This is an optimization exercise on Yosys and OpenROAD, whose aim is small area, a short achievable clock period and few clock cycles, not a production implementation. No run shown here included a check of the RTL's function; only the layout flow was run. The flow treats the clock pin as an ideal source. Dropping or thinning the clock tree relies on that and would not hold on a real chip. No activity file was given, so power comes from the tool's default toggle rates.

==> flow/design.v <==
`timescale 1ns / 1ps
`default_nettype none
module rx_packet_handler #(
	parameter DATA_WIDTH = 128,
	parameter DEBUG_EN = 0
	)(
	input  wire                    axi_clk,
	input  wire                    axi_aresetn,
	output wire [63:0]             m_axis_eth_tdata,
	output wire [7:0]              m_axis_eth_tuser,
	output wire                    m_axis_eth_tlast,
	output wire [7:0]              m_axis_eth_tkeep,
	output wire                    m_axis_eth_tvalid,
	input  wire                    m_axis_eth_tready,
	output wire [31:0]             addr_o,
	input  wire [DATA_WIDTH-1:0]   data_i,
	output wire                    en_o,
	output wire                    rst_o,
	output wire [DATA_WIDTH/8-1:0] wea_o,
	output wire                    wren_o,
	input  wire [31:0]             pkt_addr_i,
	input  wire [15:0]             pkt_len_i,
	input  wire                    pkt_addr_v_i,
	output wire                    pkt_ack_o
	);
reg        valid;       
reg  [3:0] sel_lo;      
reg  [3:0] sel_hi;      
reg        beat_end;    
reg        tlast;       
reg        line_last;   
reg  [2:0] last_kept;   
reg  [6:0] line;        
reg        first;       
reg        ack_late;    
reg        ack_next;    
reg        last_cmp;    
reg        rd_idle;     
reg        rd_end;      
reg        ack_now;     
reg        ack_end;     
wire [11:0] len       = pkt_len_i[11:0];           
wire        len_z     = len[3:0] == 4'd0;           
wire        last_two  = len_z | (len[3] & (len[2:0] != 3'd0));  
wire        one_line  = (len[11:5] == 7'd0) & ~(len[4] & ~len_z);    
wire        two_lines = (len[11:6] == 6'd0) & (len[5] ? ~len[4] & len_z
                                                      : len[4] & ~len_z);  
wire ready   = m_axis_eth_tready;
wire free    = rd_idle | (ready & rd_end);
wire rd      = pkt_addr_v_i & free;
wire ack     = ack_now | (ready & ack_end);
wire rd_last = ack_next | (first & one_line);
wire done    = ready & beat_end;
wire next_last = ({1'b0, line} + 8'd1 == len[11:4]) |
                 (len_z & ({1'b0, line} + 8'd2 == len[11:4]));
always @(posedge axi_clk) begin
	if (~axi_aresetn) begin
		valid    <= 1'b0;
		line     <= 7'd0;
		first    <= 1'b1;
		ack_late <= 1'b0;
		ack_next <= 1'b0;
		rd_idle  <= 1'b1;
		ack_now  <= 1'b0;
		ack_end  <= 1'b0;
	end else begin
		valid    <= rd | (valid & ~done);
		ack_late <= rd & first & one_line;
		ack_next <= rd ? (first ? two_lines : ~ack_next & last_cmp) : ack_next;
		rd_idle  <= ~rd & (~valid | done);
		ack_now  <= rd ? first & one_line : ack_next & (~valid | done);
		ack_end  <= ~rd & ack_next & (ready | beat_end);
		if (ack) begin
			line  <= 7'd0;
			first <= 1'b1;
		end else if (rd) begin
			line  <= line + 7'd1;
			first <= 1'b0;
		end
	end
end
always @(posedge axi_clk) begin
	last_cmp <= next_last;
	if (rd) begin
		beat_end <= rd_last & ~last_two;
		rd_end   <= ack_next & ~last_two;
	end else begin
		beat_end <= ready | beat_end;
		rd_end   <= ready | beat_end;
	end
	if (free) begin
		sel_lo     <= 4'b1111;
		sel_hi     <= 4'b0000;
		tlast      <= rd_last & ~last_two;
		line_last  <= rd_last;
		last_kept  <= len[2:0] - 3'd1;
	end else if (ready) begin
		sel_lo[0]  <= 1'b0;
		sel_hi[0]  <= 1'b1;
		tlast      <= line_last;
	end
	if (~free & ready & valid) begin
		sel_lo[1]  <= 1'b0;
		sel_hi[1]  <= 1'b1;
	end
	if (~free & ready & ~beat_end) begin
		sel_lo[2]  <= 1'b0;
		sel_hi[2]  <= 1'b1;
	end
	if (~free & ready & valid & ~beat_end) begin
		sel_lo[3]  <= 1'b0;
		sel_hi[3]  <= 1'b1;
	end
end
genvar i;
generate
	for (i = 0; i < 64; i = i + 1) begin : g_tdata
		assign m_axis_eth_tdata[i] = (sel_lo[i/16] & data_i[i]) | (sel_hi[i/16] & data_i[64+i]);
	end
	for (i = 0; i < 8; i = i + 1) begin : g_tkeep
		assign m_axis_eth_tkeep[i] = ~tlast | (last_kept >= i);
	end
endgenerate
assign m_axis_eth_tuser  = 8'h00;
assign m_axis_eth_tlast  = tlast;
assign m_axis_eth_tvalid = valid;
assign addr_o    = {15'd0, pkt_addr_i[16:11], line, 4'h0};
assign en_o      = free;
assign rst_o     = 1'b0;
assign wea_o     = {(DATA_WIDTH/8){1'b0}};
assign wren_o    = 1'b0;
assign pkt_ack_o = ack;
endmodule
`default_nettype wire
==> flow/flow/run.sh <==
#!/bin/bash
# Own layout flow: the standard flow (standard synthesis unchanged) with
# these changes:
# - the port buffers are the smallest buffer (buf_1) instead of the delay cell
#   buffer_ports picks by default; repair may still size them up;
# - one tie cell per constant value;
# - after CTS, the clock tree is cut down to a single buffer (flow/post_cts.tcl).
set -euo pipefail
here=$(pwd)
bash standard.sh \
  "BUFFER_PORTS_ARGS=-buffer_cell sky130_fd_sc_hd__buf_1" \
  "SKIP_REPAIR_TIE_FANOUT=1" \
  "POST_CTS_TCL=$here/flow/post_cts.tcl" \
  finish > flow_make.log 2>&1
==> flow/flow/post_cts.tcl <==
# Run after clock_tree_synthesis (ORFS POST_CTS_TCL hook). The design has only
# a few flip-flops, so the two-level tree CTS builds is replaced by its root
# buffer alone, sized up, driving every clock sink; the clock port still
# drives just that one buffer. The dummy load CTS added goes too.
set block [ord::get_db_block]
set port_net [$block findNet axi_clk]
set root ""
foreach it [$port_net getITerms] {
  if {$root ne ""} { error "clock port drives more than one cell" }
  set root [$it getInst]
}
set root_out ""
foreach it [$root getITerms] {
  if {[$it isOutputSignal]} { set root_out [$it getNet] }
}
set drop_insts {}
set drop_nets {}
foreach it [$root_out getITerms] {
  set inst [$it getInst]
  if {$inst eq $root} { continue }
  set master [[$inst getMaster] getName]
  if {![string match sky130_fd_sc_hd__clkbuf_* $master]} { continue }
  foreach jt [$inst getITerms] {
    if {[$jt isOutputSignal]} {
      set net [$jt getNet]
      foreach kt [$net getITerms] {
        if {[$kt getInst] eq $inst} { continue }
        set load [$kt getInst]
        if {[string match clkload* [$load getName]]} {
          lappend drop_insts $load
          continue
        }
        $kt disconnect
        $kt connect $root_out
      }
      lappend drop_nets $net
    }
  }
  lappend drop_insts $inst
}
foreach inst $drop_insts {
  puts "post_cts: removing [$inst getName]"
  odb::dbInst_destroy $inst
}
foreach net $drop_nets {
  if {[llength [$net getITerms]] == 0} { odb::dbNet_destroy $net }
}
set db [ord::get_db]
$root swapMaster [$db findMaster sky130_fd_sc_hd__clkbuf_16]
puts "post_cts: [$root getName] now drives [llength [$root_out getITerms]] pins"
detailed_placement
estimate_parasitics -placement
report_clock_min_period
==> flow/standard.sh <==
#!/bin/bash
# synth_recipe.tcl (not shown) runs the flow's synth.tcl, then flattens the netlist and writes it again
# the make line also repeats each setting of config.mk as NAME=value (left out here)
make -C /OpenROAD-flow-scripts/flow DESIGN_CONFIG=/design/flow/config.mk WORK_HOME=/design/flow/orfs CLKGATE_MAP_FILE= SYNTH_SCRIPT=/design/flow/synth_recipe.tcl "${@:-finish}"
==> flow/config.mk <==
export PLATFORM = sky130hd
export DESIGN_NAME = rx_packet_handler
export DESIGN_NICKNAME = rx_packet_handler
export VERILOG_FILES = /design/flow/design.v
export SDC_FILE = /design/flow/constraint.sdc
export NUM_CORES = 4
export LEC_CHECK = 0
export CAP_MARGIN = 20
export CORE_AREA = 4 4 104 104
export CTS_BUF_LIST = sky130_fd_sc_hd__clkbuf_8 sky130_fd_sc_hd__clkbuf_16
export CTS_CLUSTER_DIAMETER = 500
export CTS_CLUSTER_SIZE = 100
export DIE_AREA = 0 0 108 108
export SETUP_SLACK_MARGIN = 1.1
export SLEW_MARGIN = 20
==> flow/constraint.sdc <==
create_clock -name core_clock -period 3.0 [get_ports {axi_clk}]
set_input_delay 0.6000 -clock core_clock [delete_from_list [all_inputs] [get_ports {axi_clk}]]
set_output_delay 0.6000 -clock core_clock [all_outputs]
set_load 0.01 [all_outputs]
==> results.sh, run 1 <==
export IMPL_status="complete, no violations"
export IMPL_via_count=2897
export IMPL_antenna_violating_nets_post_route=0
export IMPL_floorplan_die_area_mm2=0.0117
export IMPL_ys_seq_area_share_pct=24.7
export IMPL_finalClockSkew_ns=0.00362
export IMPL_postLayoutCoreUtil_pct=32.8
export IMPL_drt_drc_violations_left=0
export IMPL_clock_sinks=29
export IMPL_timing_final_max_slew_violations=0
export IMPL_post_synth_cell_area_avg_um2=8.09
export IMPL_detail_route_first_pass_iterations=5
export IMPL_cts_reportedPaths_clkPinSlew_ns=0.11
export IMPL_synth_seq_cells=29
export IMPL_cp_data_arrival_time_ns=1.98
export IMPL_grt_util_all_layers_pct=13.0
export IMPL_critical_path_max_fanout=5
export IMPL_start_util_pct=26.2
export IMPL_dieHeight_um=108
export IMPL_synth_compound_area_share_pct=30.3
export IMPL_crit_reg2reg_launch="line[4]"
export IMPL_post_route_min_period_ns=1.88
export IMPL_grt_setup_unrepaired="yes"
export IMPL_gp_congestion=0.841
export IMPL_number_of_i_o_port_buffers=225
export IMPL_fillerInstances=1075
export IMPL_n_antenna_cell=0
export IMPL_clock_latency_ns=0.17
export IMPL_timing_critical_path_from="pkt_len_i[0]"
export IMPL_setup_total_negative_slack_ns=0
export IMPL_critical_path_end="ack_next"
export IMPL_fp_row_count=36
export IMPL_power_per_cell_area_mw_per_mm2=319
export IMPL_die_width_um=108
export IMPL_timing_critical_path_from_type="primary input"
export IMPL_postSynthNetCount=500
export IMPL_avgRoutedWirePerCell_um=14.3
export IMPL_ir_drop_mv=0.244
export IMPL_hold_viol=0
export IMPL_postSynthCellCount=316
export IMPL_wl_um=8690
export IMPL_synth_simple_area_share_pct=15.2
export IMPL_ys_flop_type="sky130_fd_sc_hd__dfxtp_1"
export IMPL_total_number_of_yosys_warnings=1
export IMPL_worstSetupEndpointType="flip-flop"
export IMPL_post_synth_mux_area_share_pct=0.391
export IMPL_critPathSlowestCell="sky130_fd_sc_hd__or3b_2"
export IMPL_drive_above_1_share_pct=6.55
export IMPL_vias_per_cell=4.78
export IMPL_grt_antenna_before_repair=0
export IMPL_static_leakage_power_nw=1.10
export IMPL_io_pins=314
export IMPL_worst_setup_path_type="primary input to flip-flop"
export IMPL_maxCapViolCount=0
export IMPL_grt_pass1_wl_um=11900
export IMPL_worst_case_register_to_register_setup_slack_ns=1.31
export IMPL_sequential_cell_area_um2=644
export IMPL_pin_count_of_the_biggest_net_entering_global_routing=46
export IMPL_capture_point_of_the_worst_reg_to_reg_path="last_cmp"
export IMPL_slowest_delay_ns=0.45
export IMPL_worstPathCellList="buf_1 > inv_1 > ha_1 > nor3b_4 > or3b_2 > a21oi_1 > a211oi_1 > nor3b_1"
export IMPL_setup_viol=0
export IMPL_async_flop_share_pct=0
export IMPL_multi_input_area_mm2=0.00145
export IMPL_detail_route_iter0_violations=270
export IMPL_synthXorXnorAreaFrac_pct=7.19
export IMPL_hold_class="flip-flop to flip-flop"
export IMPL_netlist_cell_type_count=43
export IMPL_synth_adder_area_share_pct=1.96
export IMPL_place_hpwl_um=7100
export IMPL_timing_final_crit_share_pct=62.6
export IMPL_worstPathRequired_ns=3.10
export IMPL_syn2layout_area_growth_pct=25.4
export IMPL_overflow=0
export IMPL_grt_pass1_vias=2516
export IMPL_combinational_family_with_the_most_area_after_synthesis="compound AO/OA/AOI/OAI gates"
export IMPL_finalNetCount=659
export IMPL_synth_edf_count=5
export IMPL_netlist_area_pre_place_mm2=0.00256
export IMPL_ff2ff_path_depth=5
export IMPL_clock_fmax_mhz=532
export IMPL_core_area_mm2=0.00977
-- final cells by class --
type                            count  share of cell area (%)
Timing Repair Buffer              230                    27.5
Inverter                           10                    1.25
Clock buffer                        1                   0.780
Multi-Input combinational cell    203                    45.1
Sequential cell                    29                    20.1
Tap cell                          133                    5.19
-- cell usage after synthesis, types with 6 or more instances --
| master | n | area, um2 |
|---|---|---|
| sky130_fd_sc_hd__nand3_1 | 6 | 30.0 |
| sky130_fd_sc_hd__a21oi_1 | 9 | 45.0 |
| sky130_fd_sc_hd__a22o_1 | 64 | 561 |
| sky130_fd_sc_hd__o21ai_0 | 9 | 45.0 |
| sky130_fd_sc_hd__inv_1 | 9 | 33.8 |
| sky130_fd_sc_hd__dfxtp_1 | 24 | 480 |
| sky130_fd_sc_hd__buf_4 | 52 | 390 |
| sky130_fd_sc_hd__xnor2_1 | 11 | 96.3 |
| sky130_fd_sc_hd__nor2_1 | 22 | 82.6 |
| sky130_fd_sc_hd__nand2_1 | 21 | 78.8 |
| sky130_fd_sc_hd__xor2_1 | 10 | 87.6 |
| sky130_fd_sc_hd__clkbuf_1 | 20 | 75.1 |
-- worst min path at each step --
stage | start | end | slack, ns | depth (start not counted)
finish | first | first | 0.53 | 1
global route | first | first | 0.55 | 1
detailed placement | first | first | 0.49 | 1
global placement | first | first | 0.47 | 1
floorplan | first | first | 0.45 | 1
-- routing by layer --
layer	up-vias	track usage, %	wire length, um
met5	-	0	0
met4	0	1.17	58
met2	162	22.5	4330
met3	6	1.67	798
li1	1394	-	-
met1	1335	18.0	3510
-- sequential cells by signal (all words and copies together) (netlist names), 3 cells and up --
name,flops
last_kept,3
line,7
sel_lo,4
sel_hi,4
-- critical path: cells and delay by family --
kind,cells,cell delay (ns)
and+or+nand+nor,3,0.79
AOI/OAI and AO/OA,2,0.25
buffers and inverters,2,0.13
adders and majority gates,1,0.21
-- cell usage in the layout (no fill, tap or decap), types with 4 or more instances in the layout --
cell type and n:
sky130_fd_sc_hd__inv_1 8, sky130_fd_sc_hd__nor2b_1 4, sky130_fd_sc_hd__buf_4 5, sky130_fd_sc_hd__edfxtp_1 5, sky130_fd_sc_hd__a21oi_1 8, sky130_fd_sc_hd__xnor2_1 11, sky130_fd_sc_hd__buf_1 224, sky130_fd_sc_hd__dfxtp_1 13
sky130_fd_sc_hd__ha_1 4, sky130_fd_sc_hd__nor2_1 22, sky130_fd_sc_hd__nand3_1 6, sky130_fd_sc_hd__nor3b_1 4, sky130_fd_sc_hd__nand2_1 21, sky130_fd_sc_hd__xor2_1 10, sky130_fd_sc_hd__dfxtp_2 11, sky130_fd_sc_hd__a22o_1 64
sky130_fd_sc_hd__o21ai_0 9
-- kinds of logic after synthesis --
family	after synthesis
compound gates	97
flops	29
other cells	2
mux	1
simple gates	78
buf+inv	84
xor+xnor	21
fa+ha+maj	4
-- through the flow --
step	hold slack [ns]	setup WS (ns)	power (W)	std cells	area, um2
after floorplan	0.449	1.13	0.000741	316	2560
after global placement	0.473	0.693	0.000846	601	3100
final	0.528	1.12	0.00102	606	3210
after detailed placement	0.490	0.618	0.000852	601	3100
after global routing	0.552	0.991	0.00109	606	3210
-- where the power goes --
| group | internal (W) | switching (W) |
|---|---|---|
| Combinational | 0.000177 | 0.000216 |
| Clock | 0.0000622 | 0.000103 |
| Sequential | 0.000424 | 0.0000426 |
| Total | 0.000663 | 0.000361 |
==> run 2, diff against run 1 <==
--- a/flow/flow/post_cts.tcl
+++ b/flow/flow/post_cts.tcl
@@ -45,6 +45,13 @@
 foreach net $drop_nets {
   if {[llength [$net getITerms]] == 0} { odb::dbNet_destroy $net }
 }
+# The root net carries CTS's non-default (wide spacing) rule; as the only
+# clock net it now reaches every sink, so give it the default rule, as CTS
+# gives its leaf nets.
+if {[$root_out getNonDefaultRule] ne "NULL"} {
+  $root_out setNonDefaultRule NULL
+  puts "post_cts: cleared the non-default rule of [$root_out getName]"
+}
 set db [ord::get_db]
 $root swapMaster [$db findMaster sky130_fd_sc_hd__clkbuf_16]
 puts "post_cts: [$root getName] now drives [llength [$root_out getITerms]] pins"
--- a/flow/config.mk
+++ b/flow/config.mk
@@ -11,5 +11,5 @@
 export CTS_CLUSTER_DIAMETER = 500
 export CTS_CLUSTER_SIZE = 100
 export DIE_AREA = 0 0 108 108
-export SETUP_SLACK_MARGIN = 1.1
+export SETUP_SLACK_MARGIN = 1.2
 export SLEW_MARGIN = 20
==> run 2 against run 1 <==
  * Cell count increased by 1.8%
  * Synthesized cell count is the same
  * Global-route usage is 0.53 points lower
  * Fmax up 2.2%
  * Clock skew rose by 0.00059 ns
  * Critical path depth down 4
==> results.sh, run 2 <==
export IMPL_status="complete, no violations"
export IMPL_instances_no_fill=617
export IMPL_grt_setup_unrepaired="yes"
export IMPL_cp_data_arrival_time_ns=1.24
export IMPL_netlist_area_pre_place_mm2=0.00256
export IMPL_worst_slack_ns=1.16
export IMPL_dieHeight_um=108
export IMPL_worst_setup_path_type="flip-flop to output port"
export IMPL_layout_commonest_cell="sky130_fd_sc_hd__buf_1"
export IMPL_postSynthNetCount=500
export IMPL_pin_count_of_the_biggest_net_entering_global_routing=46
export IMPL_postSynthCellCount=316
export IMPL_netlist_cell_type_count=43
export IMPL_die_width_um=108
export IMPL_yosys_area_top_type="sky130_fd_sc_hd__a22o_1"
export IMPL_synth_largest_type_area_fraction_pct=21.9
export IMPL_n_antenna_cell=0
export IMPL_start_util_pct=26.2
export IMPL_largest_register="line"
export IMPL_worst_setup_slack_after_placement_ns=0.925
export IMPL_fillerInstances=1027
export IMPL_io_pins=314
export IMPL_post_synth_main_area_contributors="sky130_fd_sc_hd__a22o_1 (22%), sky130_fd_sc_hd__dfxtp_1 (19%), sky130_fd_sc_hd__buf_4 (15%), sky130_fd_sc_hd__edfxtp_1 (5.9%), sky130_fd_sc_hd__xnor2_1 (3.8%)"
export IMPL_post_synth_cell_area_avg_um2=8.09
export IMPL_grt_antenna_before_repair=0
export IMPL_clock_latency_ns=0.17
export IMPL_syn2layout_area_growth_pct=32.5
export IMPL_total_number_of_yosys_warnings=1
export IMPL_post_route_min_period_ns=1.84
export IMPL_wl_um=8840
export IMPL_synth_edf_count=5
export IMPL_cp_top_family="flip-flops"
export IMPL_core_area_mm2=0.00977
export IMPL_worstSetupEndpointType="output port"
export IMPL_worstPathRequired_ns=2.40
export IMPL_ys_seq_area_share_pct=24.7
export IMPL_via_count=2938
export IMPL_met3_length_um=737
export IMPL_finalClockSkew_ns=0.00421
export IMPL_setup_total_negative_slack_ns=0
export IMPL_largest_registers="line: 7 flops, sel_hi: 4 flops, sel_lo: 4 flops"
export IMPL_grt_util_all_layers_pct=12.5
export IMPL_finalNetCount=670
export IMPL_hold_viol=0
export IMPL_flip_flop_count_of_the_largest_register_all_copies_and_words_added=7
export IMPL_yosys_cell_count_top_type="sky130_fd_sc_hd__a22o_1"
export IMPL_overflow=0
export IMPL_post_synth_most_frequent_cells="sky130_fd_sc_hd__a22o_1 (64), sky130_fd_sc_hd__buf_4 (52), sky130_fd_sc_hd__dfxtp_1 (24)"
export IMPL_ir_drop_mv=0.204
export IMPL_fp_row_count=36
export IMPL_worstPathCellList="nor2b_4 > inv_1 > or3_1 > clkbuf_2"
export IMPL_maxCapViolCount=0
export IMPL_ys_flop_type="sky130_fd_sc_hd__dfxtp_1"
export IMPL_power_per_cell_area_mw_per_mm2=310
export IMPL_detail_route_first_pass_iterations=4
export IMPL_gp_congestion=0.844
export IMPL_detail_route_wirelength_met1_um=3500
export IMPL_hold_class="flip-flop to flip-flop"
export IMPL_clock_sinks=29
export IMPL_grt_pass1_wl_um=12200
export IMPL_static_leakage_power_nw=1.19
export IMPL_async_flop_share_pct=0
export IMPL_timing_critical_path_from_type="flip-flop"
export IMPL_drt_drc_violations_left=0
export IMPL_timing_final_max_slew_violations=0
export IMPL_critPathSlowestCell="sky130_fd_sc_hd__edfxtp_1"
export IMPL_detail_route_iter0_violations=131
export IMPL_place_hpwl_um=7080
export IMPL_slowest_delay_ns=0.45
export IMPL_antenna_violating_nets_post_route=0
export IMPL_timing_final_crit_share_pct=61.3
export IMPL_critical_path_max_fanout=2
export IMPL_dp_cells=601
export IMPL_worst_case_register_to_register_setup_slack_ns=1.25
export IMPL_mostFrequentLayoutCells="sky130_fd_sc_hd__buf_1 (219), sky130_fd_sc_hd__a22o_1 (64), sky130_fd_sc_hd__nor2_1 (22)"
export IMPL_avgRoutedWirePerCell_um=14.3
export IMPL_grt_pass1_vias=2542
export IMPL_vias_per_cell=4.76
export IMPL_synth_seq_cells=29
export IMPL_critical_path_buf_inv_count=2
export IMPL_floorplan_die_area_mm2=0.0117
export IMPL_setup_viol=0
export IMPL_cts_reportedPaths_clkPinSlew_ns=0.11
export IMPL_drive_above_1_share_pct=11.8
export IMPL_clock_fmax_mhz=544
export IMPL_number_of_i_o_port_buffers=225
export IMPL_routed_top_layer="met3"
export IMPL_power_total_w=0.00105
export IMPL_met2_wirelength_um=4600
==> run 2: cell counts after synthesis <==
No cell type changed its count.
==> run 2: through the flow <==
stage          util (%)  area (um2)  hold slack (ns)
2_1_floorplan         -        2570            0.449
3_3_place_gp       31.9        3120            0.481
3_5_place_dp       31.9        3120            0.489
5_1_grt            34.7        3390            0.532
6_report           34.7        3390            0.519
==> run 2: final timing paths <==
path                              startpoint             endpoint  depth (start not counted)
worst max-delay path            last_kept[2]  m_axis_eth_tkeep[1]                          4
worst min-delay path                   first                first                          1
worst max register to register       line[4]             last_cmp                          5
worst min register to register         first                first                          1
==> run 2: report_power, final <==
part	internal, W	total (W)	switching, W
sequential	0.000423	0.000467	0.0000439
clock	0.0000623	0.000167	0.000105
combinational	0.000195	0.000417	0.000222
total	0.000680	0.00105	0.000371
==> run 2: logic make-up after synthesis <==
| kind of cell | synth area share [%] |
|---|---|
| DFF | 24.7 |
| other | 0.294 |
| and+or+nand+nor | 15.2 |
| muxes | 0.391 |
| adders and majority gates | 1.96 |
| AOI/OAI and AO/OA | 30.3 |
| xor gates and xnor gates | 7.19 |
| buffers and inverters | 20.1 |
==> run 2: cell type report <==
type                            count  area [um2]  area share [%]
Multi-Input combinational cell    203        1500            44.4
Inverter                           10        47.5            1.40
Tap cell                          133         166            4.91
Timing Repair Buffer              241         993            29.3
Clock buffer                        1        25.0           0.738
Sequential cell                    29         653            19.3
==> run 2: layer usage <==
metal | vias up | global-route usage, %
met1 | 1375 | 16.4
met5 | - | 0
li1 | 1420 | -
met4 | 0 | 0.631
met2 | 143 | 22.7
met3 | 0 | 1.85

[separate check: timing with driven ports]
How much do the figures lean on ideal ports? The routed layouts below were timed once more, with nothing changed but the port constraints.
Step 1, drivers: a clkbuf_16 drives axi_clk and a buf_2 each remaining input, both assumed.
Step 2, shift: input delay + t, output delay - t, t = (earliest + latest rising clock arrival at the registers) / 2. This alone moves slack from input paths to output paths.
a / b / c = ideal / step 1 / step 2; a / b = the first two.
run	t, ns	slack for setup (ns)	hold slack, ns	clock arrival spread, ns	cell pins on the clock port's net
run 1	0.198	1.121 / 1.126 / 0.928	0.528 / 0.528 / 0.528	0.003 / 0.003	1
run 2	0.198	1.162 / 1.134 / 0.972	0.519 / 0.519 / 0.519	0.004 / 0.005	1
After both steps every run listed still meets setup and hold. For run 1, which loses most, drivers alone change the setup slack by +0.005 ns; drivers and shift together by -0.193 ns.
